Context: an optimization exercise on an open-source flow, tuned for a short achievable clock period and few clock cycles. The choices shown serve that exercise and are no tape-out recipe.
At most, simulation tests tie the RTL to the original design; equivalence was not proved.
Power and IR drop assume default switching activity.

==> run Z <==
==> flow/design.v <==
module core(
	input             clk      ,
	input             _rst     ,
	output     [31:0] inst_addr,
	input      [31:0] inst     ,
	output            data_w_en,
	output            data_r_en,
	output     [3:0]  data_sel ,
	output     [31:0] data_addr,
	output     [31:0] data_out ,
	input      [31:0] data_in
);
	reg  [31:0] pc_a, pc_b;
	reg         pc_sel;
	wire [31:0] pc = pc_sel ? pc_b : pc_a;
	reg         x_valid, x_luse;
	reg  [31:0] x_pc, x_cval, x_off, x_op1, x_op2, x_rs2v;
	reg         x_fa_m, x_fb_m, x_fs_m;
	reg  [4:0]  x_rd;
	reg         x_we, x_load, x_store, x_br, x_jal, x_jalr, x_pred;
	reg  [2:0]  x_f3;
	reg         x_c_eq, x_c_ne, x_c_lt, x_c_ge, x_c_ltu, x_c_geu, x_c_jalr;
	reg         x_r_add, x_r_sub, x_r_xor, x_r_or, x_r_and, x_r_sll, x_r_srl, x_r_sra,
	            x_r_slt, x_r_sltu, x_r_pci, x_r_cval;
	reg         m_valid, m_we, m_load;
	reg  [4:0]  m_rd;
	reg  [31:0] m_res;
	reg  [2:0]  m_f3;
	reg  [1:0]  m_a;
	reg         m_w_en, m_r_en;
	reg  [3:0]  m_sel;
	reg  [31:0] m_addr, m_wdata;
	reg  [31:0] rf [1:31];
	reg  [31:0] ld;
	wire [7:0]  ld_b = m_a[1] ? (m_a[0] ? data_in[31:24] : data_in[23:16])
	                          : (m_a[0] ? data_in[15:8]  : data_in[7:0]);
	wire [15:0] ld_h = m_a[1] ? data_in[31:16] : data_in[15:0];
	always @(*) begin
		case (m_f3)
			3'd0:    ld = {{24{ld_b[7]}}, ld_b};
			3'd1:    ld = {{16{ld_h[15]}}, ld_h};
			3'd4:    ld = {24'd0, ld_b};
			3'd5:    ld = {16'd0, ld_h};
			default: ld = data_in;
		endcase
	end
	wire [31:0] wval = m_load ? ld : m_res;
	assign inst_addr = pc;
	wire [4:0] opc = inst[6:2];
	wire [4:0] rd  = inst[11:7];
	wire [2:0] f3  = inst[14:12];
	wire [4:0] rs1 = inst[19:15];
	wire [4:0] rs2 = inst[24:20];
	wire d_lui   = opc == 5'b01101;
	wire d_auipc = opc == 5'b00101;
	wire d_jal   = opc == 5'b11011;
	wire d_jalr  = opc == 5'b11001;
	wire d_br    = opc == 5'b11000;
	wire d_load  = opc == 5'b00000;
	wire d_store = opc == 5'b01000;
	wire d_opi   = opc == 5'b00100;
	wire d_opr   = opc == 5'b01100;
	wire d_alu   = d_opi | d_opr;
	wire d_we    = (d_lui | d_auipc | d_jal | d_jalr | d_load | d_alu) & (rd != 5'd0);
	wire d_use1  = ~(d_lui | d_auipc | d_jal);
	wire d_use2  = d_br | d_store | d_opr;
	wire [31:0] imm_i = {{20{inst[31]}}, inst[31:20]};
	wire [31:0] imm_s = {{20{inst[31]}}, inst[31:25], inst[11:7]};
	wire [31:0] imm_b = {{19{inst[31]}}, inst[31], inst[7], inst[30:25], inst[11:8], 1'b0};
	wire [31:0] imm_u = {inst[31:12], 12'b0};
	wire [31:0] imm_j = {{11{inst[31]}}, inst[31], inst[19:12], inst[20], inst[30:21], 1'b0};
	wire [31:0] pc4 = pc + 32'd4;
	wire        d_pred = d_jal | (d_br & inst[31]);
	wire [31:0] pt_b   = pc + imm_b;
	wire [31:0] pt_j   = pc + imm_j;
	wire [31:0] ptgt   = d_jal ? pt_j : pt_b;
	wire [31:0] rs1v = (rs1 == 5'd0) ? 32'd0 : rf[rs1];
	wire [31:0] rs2v = (rs2 == 5'd0) ? 32'd0 : rf[rs2];
	wire d_b_imm = ~(d_opr | d_br);
	wire d_fa_m = x_valid & x_we & (x_rd == rs1);
	wire d_fa_w = m_valid & m_we & (m_rd == rs1);
	wire d_fb_m = x_valid & x_we & (x_rd == rs2);
	wire d_fb_w = m_valid & m_we & (m_rd == rs2);
	wire d_luse = x_valid & x_load & ((d_fa_m & d_use1) | (d_fb_m & d_use2));
	wire sub_or_sra = inst[30] & d_opr;    
	wire d_r_add  = d_load | d_store | (d_alu & f3 == 3'd0 & ~(inst[30] & d_opr));
	wire d_r_sub  = d_opr & f3 == 3'd0 & inst[30];
	wire d_r_sll  = d_alu & f3 == 3'd1;
	wire d_r_slt  = d_alu & f3 == 3'd2;
	wire d_r_sltu = d_alu & f3 == 3'd3;
	wire d_r_xor  = d_alu & f3 == 3'd4;
	wire d_r_srl  = d_alu & f3 == 3'd5 & ~inst[30];
	wire d_r_sra  = d_alu & f3 == 3'd5 &  inst[30];
	wire d_r_or   = d_alu & f3 == 3'd6;
	wire d_r_and  = d_alu & f3 == 3'd7;
	wire [31:0] ea = x_op1;
	wire [31:0] ob = x_op2;
	wire [31:0] eb = x_rs2v;
	wire [31:0] s_add = ea + ob;
	wire [31:0] s_sub = ~(~ea + ob);           
	wire [31:0] s_pci = x_pc + x_off;
	wire [4:0]  sh    = ob[4:0];
	wire [31:0] s_sll = ea << sh;
	wire [31:0] s_srl = ea >> sh;
	wire [31:0] s_sra = $signed(ea) >>> sh;
	wire [32:0] s_cmp = {1'b0, ob} + {1'b0, ~ea};
	wire        s_ltu = s_cmp[32];
	wire        s_lt  = (ea[31] ^ ob[31]) ? ea[31] : s_ltu;
	wire [31:0] res =
		({32{x_r_add }} & s_add) |
		({32{x_r_sub }} & s_sub) |
		({32{x_r_xor }} & (ea ^ ob)) |
		({32{x_r_or  }} & (ea | ob)) |
		({32{x_r_and }} & (ea & ob)) |
		({32{x_r_sll }} & s_sll) |
		({32{x_r_srl }} & s_srl) |
		({32{x_r_sra }} & s_sra) |
		({32{x_r_slt }} & {31'd0, s_lt }) |
		({32{x_r_sltu}} & {31'd0, s_ltu}) |
		({32{x_r_pci }} & s_pci) |
		({32{x_r_cval}} & x_cval);
	wire b_eq  = ea == ob;
	wire b_lt  = s_lt;
	wire b_ltu = s_ltu;
	wire        hold     = x_valid & x_luse;
	wire        mispred  = x_c_jalr |
	                       (x_c_eq  &  b_eq ) | (x_c_ne  & ~b_eq ) |
	                       (x_c_lt  &  b_lt ) | (x_c_ge  & ~b_lt ) |
	                       (x_c_ltu &  b_ltu) | (x_c_geu & ~b_ltu);
	wire        redirect = x_valid & ~x_luse & mispred;
	wire [31:0] target   = x_jalr ? {s_add[31:1], 1'b0} : x_pred ? x_cval : s_pci;
	assign data_w_en = m_w_en;
	assign data_r_en = m_r_en;
	assign data_sel  = m_sel;
	assign data_addr = m_addr;
	assign data_out  = m_wdata;
	always @(posedge clk) begin
		if (!_rst) begin
			pc_sel <= 1'b0;
			pc_a   <= 32'd0;
		end else begin
			pc_sel <= redirect;
			pc_a   <= hold ? pc : d_pred ? ptgt : pc4;
		end
		pc_b <= target;
	end
	always @(posedge clk) begin
		if (!_rst) begin
			x_valid <= 1'b0;
			x_luse  <= 1'b0;
		end else if (redirect) begin
			x_valid <= 1'b0;
			x_luse  <= 1'b0;
		end else if (hold) begin
			x_luse  <= 1'b0;
		end else begin
			x_valid <= 1'b1;
			x_luse  <= d_luse;
		end
	end
	always @(posedge clk) begin
		if (hold) begin
			if (x_fa_m) x_op1  <= wval;
			if (x_fb_m) x_op2  <= wval;
			if (x_fs_m) x_rs2v <= wval;
			x_fa_m <= 1'b0;
			x_fb_m <= 1'b0;
			x_fs_m <= 1'b0;
		end else begin
			x_pc     <= pc;
			x_cval   <= d_lui ? imm_u : pc4;
			x_off    <= d_br ? imm_b : d_jal ? imm_j : imm_u;
			x_op1    <= d_fa_m ? res : d_fa_w ? wval : rs1v;
			x_op2    <= d_b_imm ? (d_store ? imm_s : imm_i) : d_fb_m ? res : d_fb_w ? wval : rs2v;
			x_rs2v   <= d_fb_m ? res : d_fb_w ? wval : rs2v;
			x_fa_m   <= d_fa_m;
			x_fb_m   <= d_fb_m & ~d_b_imm;
			x_fs_m   <= d_fb_m;
			x_rd     <= rd;
			x_we     <= d_we;
			x_load   <= d_load;
			x_store  <= d_store;
			x_br     <= d_br;
			x_jal    <= d_jal;
			x_jalr   <= d_jalr;
			x_pred   <= d_pred;
			x_f3     <= f3;
			x_c_eq   <= d_br & (d_pred ? f3 == 3'd1 : f3 == 3'd0);
			x_c_ne   <= d_br & (d_pred ? f3 == 3'd0 : f3 == 3'd1);
			x_c_lt   <= d_br & (d_pred ? f3 == 3'd5 : f3 == 3'd4);
			x_c_ge   <= d_br & (d_pred ? f3 == 3'd4 : f3 == 3'd5);
			x_c_ltu  <= d_br & (d_pred ? f3 == 3'd7 : f3 == 3'd6);
			x_c_geu  <= d_br & (d_pred ? f3 == 3'd6 : f3 == 3'd7);
			x_c_jalr <= d_jalr;
			x_r_add  <= d_r_add;
			x_r_sub  <= d_r_sub;
			x_r_xor  <= d_r_xor;
			x_r_or   <= d_r_or;
			x_r_and  <= d_r_and;
			x_r_sll  <= d_r_sll;
			x_r_srl  <= d_r_srl;
			x_r_sra  <= d_r_sra;
			x_r_slt  <= d_r_slt;
			x_r_sltu <= d_r_sltu;
			x_r_pci  <= d_auipc;
			x_r_cval <= d_lui | d_jal | d_jalr;
		end
	end
	wire x_go = x_valid & ~x_luse;
	always @(posedge clk) begin
		if (!_rst) begin
			m_valid <= 1'b0;
			m_w_en  <= 1'b0;
			m_r_en  <= 1'b0;
		end else begin
			m_valid <= x_go;
			m_w_en  <= x_go & x_store;
			m_r_en  <= x_go & x_load;
		end
	end
	always @(posedge clk) begin
		m_we    <= x_we;
		m_load  <= x_load;
		m_rd    <= x_rd;
		m_res   <= res;
		m_f3    <= x_f3;
		m_a     <= s_add[1:0];
		m_addr  <= s_add;
		case (x_f3[1:0])
			2'd0: begin
				m_sel   <= 4'b0001 << s_add[1:0];
				m_wdata <= {4{eb[7:0]}};
			end
			2'd1: begin
				m_sel   <= s_add[1] ? 4'b1100 : 4'b0011;
				m_wdata <= {2{eb[15:0]}};
			end
			default: begin
				m_sel   <= 4'b1111;
				m_wdata <= eb;
			end
		endcase
	end
	integer i;
	always @(posedge clk) begin
		if (!_rst) begin
			for (i = 1; i < 32; i = i + 1) rf[i] <= 32'd0;
		end else if (m_valid & m_we) begin
			rf[m_rd] <= wval;
		end
	end
endmodule
==> flow/run.sh <==
#!/bin/bash
# synth_recipe.tcl (not shown) runs the flow's synth.tcl, then flattens the netlist and writes it again
# the make line also repeats each setting of config.mk as NAME=value (left out here)
make -C /OpenROAD-flow-scripts/flow DESIGN_CONFIG=/design/flow/config.mk WORK_HOME=/design/flow/orfs CLKGATE_MAP_FILE= SYNTH_SCRIPT=/design/flow/synth_recipe.tcl finish
==> flow/config.mk <==
export PLATFORM = sky130hd
export DESIGN_NAME = core
export DESIGN_NICKNAME = core
export VERILOG_FILES = /design/flow/design.v
export SDC_FILE = /design/flow/constraint.sdc
export NUM_CORES = 4
export LEC_CHECK = 0
export ABC_CLOCK_PERIOD_IN_PS = 3000
export CAP_MARGIN = 20
export CORE_MARGIN = 2
export CORE_UTILIZATION = 40
export PLACE_DENSITY = 0.6
export SETUP_SLACK_MARGIN = 3.2
export SLEW_MARGIN = 20
export TNS_END_PERCENT = 50
==> flow/constraint.sdc <==
create_clock -name core_clock -period 7.0 [get_ports {clk}]
set_input_delay 1.4000 -clock core_clock [delete_from_list [all_inputs] [get_ports {clk}]]
set_output_delay 1.4000 -clock core_clock [all_outputs]
set_load 0.01 [all_outputs]
==> run Y (differences from run Z) <==
==> flow/design.v, changed modules only <==
module core(
	input             clk      ,
	input             _rst     ,
	output     [31:0] inst_addr,
	input      [31:0] inst     ,
	output            data_w_en,
	output            data_r_en,
	output     [3:0]  data_sel ,
	output     [31:0] data_addr,
	output     [31:0] data_out ,
	input      [31:0] data_in
);
	reg  [31:0] pc_a, pc_b;
	reg         pc_sel;
	reg         x_valid;
	reg  [31:0] x_pc, x_cval, x_off, x_op1, x_op2, x_rs2v;
	reg  [4:0]  x_shamt;
	reg  [4:0]  x_rd;
	reg         x_we, x_load, x_store;
	reg  [2:0]  x_f3;
	reg         x_c_eq, x_c_ne, x_c_lt, x_c_ge, x_c_ltu, x_c_geu, x_c_jalr, x_pred;
	reg         x_r_add, x_r_sub, x_r_xor, x_r_or, x_r_and, x_r_sll, x_r_sr,
	            x_r_slt, x_r_sltu, x_r_pci, x_r_cval;
	reg         x_sra;
	reg         m_valid, m_we, m_load;
	reg  [4:0]  m_rd;
	reg  [31:0] m_res;
	reg  [2:0]  m_f3;
	reg  [1:0]  m_a;
	reg         m_w_en, m_r_en;
	reg  [3:0]  m_sel;
	reg  [31:0] m_addr, m_wdata;
	reg  [31:0] rf [1:31];
	reg         rst_q;
	reg  [31:0] ld;
	wire [7:0]  ld_b = m_a[1] ? (m_a[0] ? data_in[31:24] : data_in[23:16])
	                          : (m_a[0] ? data_in[15:8]  : data_in[7:0]);
	wire [15:0] ld_h = m_a[1] ? data_in[31:16] : data_in[15:0];
	always @(*) begin
		case (m_f3)
			3'd0:    ld = {{24{ld_b[7]}}, ld_b};
			3'd1:    ld = {{16{ld_h[15]}}, ld_h};
			3'd4:    ld = {24'd0, ld_b};
			3'd5:    ld = {16'd0, ld_h};
			default: ld = data_in;
		endcase
	end
	wire [31:0] wval = m_load ? ld : m_res;
	wire        m_wr = m_valid & m_we;
	assign data_w_en = m_w_en;
	assign data_r_en = m_r_en;
	assign data_sel  = m_sel;
	assign data_addr = m_addr;
	assign data_out  = m_wdata;
	wire [31:0] pc = pc_sel ? pc_b : pc_a;
	assign inst_addr = pc;
	wire [4:0] opc = inst[6:2];
	wire [4:0] rd  = inst[11:7];
	wire [2:0] f3  = inst[14:12];
	wire [4:0] rs1 = inst[19:15];
	wire [4:0] rs2 = inst[24:20];
	wire d_lui   = opc == 5'b01101;
	wire d_auipc = opc == 5'b00101;
	wire d_jal   = opc == 5'b11011;
	wire d_jalr  = opc == 5'b11001;
	wire d_br    = opc == 5'b11000;
	wire d_load  = opc == 5'b00000;
	wire d_store = opc == 5'b01000;
	wire d_opi   = opc == 5'b00100;
	wire d_opr   = opc == 5'b01100;
	wire d_alu   = d_opi | d_opr;
	wire d_we    = (d_lui | d_auipc | d_jal | d_jalr | d_load | d_alu) & (rd != 5'd0);
	wire d_use1  = ~(d_lui | d_auipc | d_jal);
	wire d_use2  = d_br | d_store | d_opr;
	wire d_b_imm = ~(d_opr | d_br);
	wire [31:0] imm_i = {{20{inst[31]}}, inst[31:20]};
	wire [31:0] imm_s = {{20{inst[31]}}, inst[31:25], inst[11:7]};
	wire [31:0] imm_b = {{19{inst[31]}}, inst[31], inst[7], inst[30:25], inst[11:8], 1'b0};
	wire [31:0] imm_u = {inst[31:12], 12'b0};
	wire [31:0] imm_j = {{11{inst[31]}}, inst[31], inst[19:12], inst[20], inst[30:21], 1'b0};
	wire [31:0] pc4 = pc + 32'd4;
	wire        d_pred = d_jal | (d_br & inst[31]);
	wire [31:0] pt_b   = pc + imm_b;
	wire [31:0] pt_j   = pc + imm_j;
	wire [31:0] ptgt   = d_jal ? pt_j : pt_b;
	wire [31:0] rs1v = (rs1 == 5'd0) ? 32'd0 : rf[rs1];
	wire [31:0] rs2v = (rs2 == 5'd0) ? 32'd0 : rf[rs2];
	wire d_fa_m = x_valid & x_we & (x_rd == rs1);
	wire d_fa_w = m_wr & (m_rd == rs1);
	wire d_fb_m = x_valid & x_we & (x_rd == rs2);
	wire d_fb_w = m_wr & (m_rd == rs2);
	wire d_luse = x_valid & x_load & ((d_fa_m & d_use1) | (d_fb_m & d_use2));
	wire d_r_add  = d_load | d_store | (d_alu & f3 == 3'd0 & ~(inst[30] & d_opr));
	wire d_r_sub  = d_opr & f3 == 3'd0 & inst[30];
	wire d_r_sll  = d_alu & f3 == 3'd1;
	wire d_r_slt  = d_alu & f3 == 3'd2;
	wire d_r_sltu = d_alu & f3 == 3'd3;
	wire d_r_xor  = d_alu & f3 == 3'd4;
	wire d_r_sr   = d_alu & f3 == 3'd5;
	wire d_r_or   = d_alu & f3 == 3'd6;
	wire d_r_and  = d_alu & f3 == 3'd7;
	wire [31:0] ea = x_op1;
	wire [31:0] ob = x_op2;
	wire [31:0] eb = x_rs2v;
	wire [31:0] s_add = ea + ob;
	wire [31:0] s_sub = ~(~ea + ob);           
	wire [31:0] s_pci = x_pc + x_off;
	wire [31:0] s_sll = ea << x_shamt;
	wire [32:0] s_sr  = $signed({x_sra & ea[31], ea}) >>> x_shamt;
	wire [32:0] s_cmp = {1'b0, ob} + {1'b0, ~ea};
	wire        s_ltu = s_cmp[32];
	wire        s_lt  = (ea[31] ^ ob[31]) ? ea[31] : s_ltu;
	wire        s_eq  = ea == ob;
	wire [31:0] res =
		({32{x_r_add }} & s_add) |
		({32{x_r_sub }} & s_sub) |
		({32{x_r_xor }} & (ea ^ ob)) |
		({32{x_r_or  }} & (ea | ob)) |
		({32{x_r_and }} & (ea & ob)) |
		({32{x_r_sll }} & s_sll) |
		({32{x_r_sr  }} & s_sr[31:0]) |
		({32{x_r_slt }} & {31'd0, s_lt }) |
		({32{x_r_sltu}} & {31'd0, s_ltu}) |
		({32{x_r_pci }} & s_pci) |
		({32{x_r_cval}} & x_cval);
	wire        mispred  = x_c_jalr |
	                       (x_c_eq  &  s_eq ) | (x_c_ne  & ~s_eq ) |
	                       (x_c_lt  &  s_lt ) | (x_c_ge  & ~s_lt ) |
	                       (x_c_ltu &  s_ltu) | (x_c_geu & ~s_ltu);
	wire        redirect = x_valid & mispred;
	wire [31:0] target   = x_c_jalr ? {s_add[31:1], 1'b0} : x_pred ? x_cval : s_pci;
	always @(posedge clk) begin
		if (!_rst) begin
			pc_sel <= 1'b0;
			pc_a   <= 32'd0;
		end else begin
			pc_sel <= redirect;
			pc_a   <= d_luse ? pc : d_pred ? ptgt : pc4;
		end
		pc_b <= target;
	end
	always @(posedge clk) begin
		if (!_rst) begin
			x_valid <= 1'b0;
		end else begin
			x_valid <= ~redirect & ~d_luse;
		end
	end
	always @(posedge clk) begin
		x_pc     <= pc;
		x_cval   <= d_lui ? imm_u : pc4;
		x_off    <= d_br ? imm_b : d_jal ? imm_j : imm_u;
		x_op1    <= d_fa_m ? res : d_fa_w ? wval : rs1v;
		x_op2    <= d_b_imm ? (d_store ? imm_s : imm_i) : d_fb_m ? res : d_fb_w ? wval : rs2v;
		x_rs2v   <= d_fb_m ? res : d_fb_w ? wval : rs2v;
		x_shamt  <= d_opr ? (d_fb_m ? res[4:0] : d_fb_w ? wval[4:0] : rs2v[4:0]) : inst[24:20];
		x_sra    <= inst[30];
		x_rd     <= rd;
		x_we     <= d_we;
		x_load   <= d_load;
		x_store  <= d_store;
		x_pred   <= d_pred;
		x_f3     <= f3;
		x_c_eq   <= d_br & (d_pred ? f3 == 3'd1 : f3 == 3'd0);
		x_c_ne   <= d_br & (d_pred ? f3 == 3'd0 : f3 == 3'd1);
		x_c_lt   <= d_br & (d_pred ? f3 == 3'd5 : f3 == 3'd4);
		x_c_ge   <= d_br & (d_pred ? f3 == 3'd4 : f3 == 3'd5);
		x_c_ltu  <= d_br & (d_pred ? f3 == 3'd7 : f3 == 3'd6);
		x_c_geu  <= d_br & (d_pred ? f3 == 3'd6 : f3 == 3'd7);
		x_c_jalr <= d_jalr;
		x_r_add  <= d_r_add;
		x_r_sub  <= d_r_sub;
		x_r_xor  <= d_r_xor;
		x_r_or   <= d_r_or;
		x_r_and  <= d_r_and;
		x_r_sll  <= d_r_sll;
		x_r_sr   <= d_r_sr;
		x_r_slt  <= d_r_slt;
		x_r_sltu <= d_r_sltu;
		x_r_pci  <= d_auipc;
		x_r_cval <= d_lui | d_jal | d_jalr;
	end
	always @(posedge clk) begin
		if (!_rst) begin
			m_valid <= 1'b0;
			m_w_en  <= 1'b0;
			m_r_en  <= 1'b0;
		end else begin
			m_valid <= x_valid;
			m_w_en  <= x_valid & x_store;
			m_r_en  <= x_valid & x_load;
		end
	end
	always @(posedge clk) begin
		m_we    <= x_we;
		m_load  <= x_load;
		m_rd    <= x_rd;
		m_res   <= res;
		m_f3    <= x_f3;
		m_a     <= s_add[1:0];
		m_addr  <= s_add;
		case (x_f3[1:0])
			2'd0: begin
				m_sel   <= 4'b0001 << s_add[1:0];
				m_wdata <= {4{eb[7:0]}};
			end
			2'd1: begin
				m_sel   <= s_add[1] ? 4'b1100 : 4'b0011;
				m_wdata <= {2{eb[15:0]}};
			end
			default: begin
				m_sel   <= 4'b1111;
				m_wdata <= eb;
			end
		endcase
	end
	integer i;
	always @(posedge clk) begin
		rst_q <= _rst;
		if (!rst_q) begin
			for (i = 1; i < 32; i = i + 1) rf[i] <= 32'd0;
		end else if (m_wr) begin
			rf[m_rd] <= wval;
		end
	end
endmodule
Settings changed: SETUP_SLACK_MARGIN 3.2 to 3.6.
==> qor summary <==
metric                                                                      run Z       run Y
Status                                                   timing/DRC/antenna clean  timing/DRC/antenna clean
Routed wire length on met2                                                 158 mm      154 mm
Number of flip-flops and latches                                             1429        1431
Final Wtd Congestion                                                        0.992        1.01
Number of enable flip-flop cells after synthesis                             1246        1024
DIE WIDTH                                                                  456 um      452 um
Met1 Track Usage GR                                                         39.3%       38.0%
Final core utilization                                                      47.5%       49.0%
Via density                                                                  6.52        6.46
Non-clk bufs                                                                  567         745
Growth of design area from synthesis to finish                              17.8%       21.8%
Tightest slew margin relative to the limit                                  9.63%       18.1%
Combinational Power Share                                                   23.2%       24.0%
Effective utilization at floorplan                                          40.4%       40.2%
Post-layout worst setup margin                                            2.96 ns     2.94 ns
Maximum vdd ir drop                                                      0.323 mV    0.240 mV
Post-CTS repair timing setup buffer count                                     129         202
Syn nets                                                                     6902        6889
Clock Latency Late Sink                                                   0.82 ns     0.84 ns
Share of cells above drive strength 1                                       26.5%       31.2%
Slowest stage cell, crit path                                             a31oi_1       or3_1
Multi-input gate share of total cell area                                   41.8%       42.5%
Count of cell instances traversed by the critical path                         11          22
Count of buffering cells on the critical path with inverters included           4           7
Total Power Consumption                                                  23900 uW    24000 uW
Testbench counts of run Y, summed over its fixed seeds: cycles 56,739.
No functional check of the RTL was part of run Z.

static timing again, ports no longer ideal:
The results above use ideal ports. As a check the final layouts listed here were re-extracted and re-timed, cells and wires unchanged.
Step 1, drivers: a clkbuf_16 drives clk and a buf_2 each remaining input, both assumed.
Step 2, shift: input delay + t, output delay - t, t = (earliest + latest rising clock arrival at the registers) / 2. This alone moves slack from input paths to output paths.
Slacks: ideal ports / drivers / drivers and shift; pairs: ideal ports / drivers.
| run | shift t [ns] | setup WS [ns] | worst setup path after step 2 | clock arrival spread, ns |
|---|---|---|---|---|
| run Z | 0.878 | 2.959 / 2.945 / 2.179 | input to register | 0.064 / 0.064 |
| run Y | 0.891 | 2.944 / 2.914 / 2.023 | input to register | 0.104 / 0.104 |
After both steps setup and hold are still met in every run listed. For run Y, which loses most, drivers alone change the setup slack by -0.030 ns; drivers and shift together by -0.921 ns.
